Context: an optimization exercise on an open-source flow, tuned for a short achievable clock period and few clock cycles per item. The choices shown serve that exercise and are no tape-out recipe. In this exercise RTL edits were held to simulation tests only and were not proved equivalent to the original.

run A:
// fp_arithmetic_sequence_generator
module fp_arithmetic_sequence_generator (
    input wire clk,
    input wire rst_n,
    input wire activate,
    input wire [31:0] a1,
    input wire [31:0] d,
    input wire [31:0] n,
    input wire [31:0] saddr,
    output reg done,
    output reg [31:0] mem_addr,
    output reg [31:0] mem_wdata,
    output reg mem_write,
    input wire mem_ready
);
    reg        busy;      
    reg        pend;      
    reg        tv;        
    reg        pv;        
    reg        nrm;       
    reg [31:0] rem;       
    reg        sd;        
    reg [7:0]  ed;
    reg [23:0] md;
    reg [23:0] X, Y;      
    reg [47:0] W;         
    reg [7:0]  R;         
    reg [7:0]  dR;        
    reg        isB;       
    reg        isA;       
    reg        sX, sY;    
    reg        esub;      
    reg [23:0] rN;        
    reg [7:0]  eN;
    reg        sN;
    reg [31:0] H;         
    reg [31:0] T;         
    reg        tsync;     
    reg [31:0] A;         
    reg        wrn;       
    wire       wr = !wrn;
    wire        st = T[31];
    wire [7:0]  et = T[30:23];
    wire [23:0] mt = {1'b1, T[22:0]};
    wire [24:0] sum = {1'b0, X} + {1'b0, Y};
    wire [24:0] dxy = {1'b0, X} - {1'b0, Y};
    wire [23:0] dyx = Y - X;
    wire        bor = dxy[24];                        
    wire [23:0] rb  = bor ? dyx : dxy[23:0];          
    wire s24 = sum[24];
    wire d23 = dxy[23];
    wire d22 = dxy[22];
    wire kw  = esub & (isB | (!d23 & !d22));
    wire sgn = sX;
    wire dR0  = (dR == 8'd0);
    wire dR1  = (dR == 8'd1);
    wire wrap = esub ? (!d23 & (R == 8'h00)) : (s24 & (R == 8'hff));
    wire [7:0]  Rp1 = R + 8'd1;
    wire [7:0]  Rm1 = ~(~R + 8'd1);
    wire [7:0]  dRp = dR + 8'd1;
    wire [7:0]  dRm = ~(~dR + 8'd1);
    wire [47:0] W_p = isA ? {1'b0, W[47:1]} : {1'b0, md, 23'd0};
    wire [47:0] W_0 = isA ? W : {md, 24'd0};
  ...
export LEC_CHECK = 0
export ABC_CLOCK_PERIOD_IN_PS = 2000
export CAP_MARGIN = 20
export CORE_MARGIN = 2
export CORE_UTILIZATION = 40
export SETUP_SLACK_MARGIN = 5
export SLEW_MARGIN = 20
create_clock -name core_clock -period 12.0 [get_ports {clk}]
standard.sh (not shown) runs the stock make flow with config.mk's settings and CLKGATE_MAP_FILE= SYNTH_SCRIPT=/design/flow/synth_recipe.tcl, a recipe that flattens the netlist after the stock synthesis.
==> flow/flow/run.sh <==
#!/bin/bash
# Standard ORFS layout, with timing repair aimed well below the clock period.
set -euo pipefail
bash standard.sh finish SETUP_SLACK_MARGIN=11 > standard_flow.log 2>&1
Run A finished every step from synthesis to the final layout, and the layout passed the timing, design-rule and antenna checks.
Testbench counts of run A, summed over its fixed seeds: cycles 11,560, items 10,866.
Input-level comparison between run B and run A:
==> flow/flow/run.sh <==
#!/bin/bash
# Standard ORFS layout, with timing repair aimed well below the clock period.
set -euo pipefail
bash standard.sh finish SETUP_SLACK_MARGIN=8 > standard_flow.log 2>&1
--- outcome ---
Part of the cycle the worst path needs (lower): run A
Diff run A -> run B: non-clock buffer count shrank by 533, shortest clock period the worst path allows after layout grew by 0.35 ns, area of all placed cells without fillers shrank by about 30%.
Run B reports a lower overall routing resource usage than run A does.
Relative to run B, the following input files were edited for run C:
Settings: CORE_UTILIZATION: 40 -> 45.
==> flow/flow/run.sh <==
#!/bin/bash
# Standard ORFS layout, with timing repair aimed well below the clock period.
set -euo pipefail
bash standard.sh finish SETUP_SLACK_MARGIN=9 > standard_flow.log 2>&1
==> comparison <==
- Run C ends up with higher required arrival time at the worst endpoint than run B does.
- Setup slack after layout on run C is ahead of run B.
- On run C: global-route wire length before repair is 20 mm higher than what run B gave.
- In the tables for run C and run B, count of clock-buffer cells in the layout reads higher with run C.
Inputs modified between run C and run D:
Settings: changing CORE_UTILIZATION from 45 to 40.
- Number of buffers and inverters on the critical path: run D vs run C down 2
- Timing startpoint of the critical path: mem_wdata[24] -> run D, Y[10] -> run C
- Run D vs run C — post-route standard cell area excluding fillers climbed slightly
- On via count, run D does worse than run C.
- Cell area after placement in run D vs run C: up about 0.6%
What run E does differently from run D at the input level:
Settings: putting CTS_CLUSTER_DIAMETER at 100 where nothing was set; putting CTS_CLUSTER_SIZE at 20 where nothing was set.
Findings:
For clock network latency to the later pin of the worst-skew pair, run D and run E come out practically identical.
Summary of run E over run D: overall global routing resource usage decreased 0.53 points, number of levels the H-tree was split into decreased 1, non-clock buffer total of the final layout decreased 18.
## Diff of input files: run F against run E
Settings: a deleted CTS_CLUSTER_SIZE that had been 20; a deleted CTS_CLUSTER_DIAMETER that had been 100; an added GPL_ROUTABILITY_DRIVEN of 0.
==> run summary <==
Run F -> run E: final clock period utilization by the worst path flat
Row cell area: run F higher / run E lower
Setup slack | run F above run E

## separate check: timing with driven ports
Ports are ideal in the flow. The routed layouts listed here were re-timed in OpenROAD. Step 1, drivers: a clkbuf_16 drives clk and a buf_2 each remaining input, both assumed. Step 2 times the ports against the registers' clock, not the clock port: input delays grow and output delays shrink by t, the midpoint of the rising clock arrivals with the driver on. Three values: ideal, step 1, step 2; two values: the first two.
run	t (ns)	slack for setup (ns)	worst setup path at the end	clock arrival spread, ns	slew at the worst register clock pin (ns)
run A	0.687	8.352 / 8.286 / 8.345	input to register	0.026 / 0.026	0.07 / 0.07
run B	0.665	8.005 / 7.942 / 7.663	input to register	0.031 / 0.032	0.07 / 0.07
run C	0.677	8.361 / 8.303 / 8.155	input to register	0.026 / 0.027	0.08 / 0.08
run D	0.682	8.401 / 8.330 / 8.159	input to register	0.026 / 0.026	0.07 / 0.07
run E	0.663	8.394 / 8.329 / 8.169	input to register	0.032 / 0.032	0.09 / 0.09
run F	0.662	8.397 / 8.352 / 8.094	input to register	0.034 / 0.034	0.07 / 0.07
After both steps every run listed still meets setup and hold. The setup slack of run B, which loses most, moves by -0.063 ns with the drivers and by -0.342 ns with both steps.
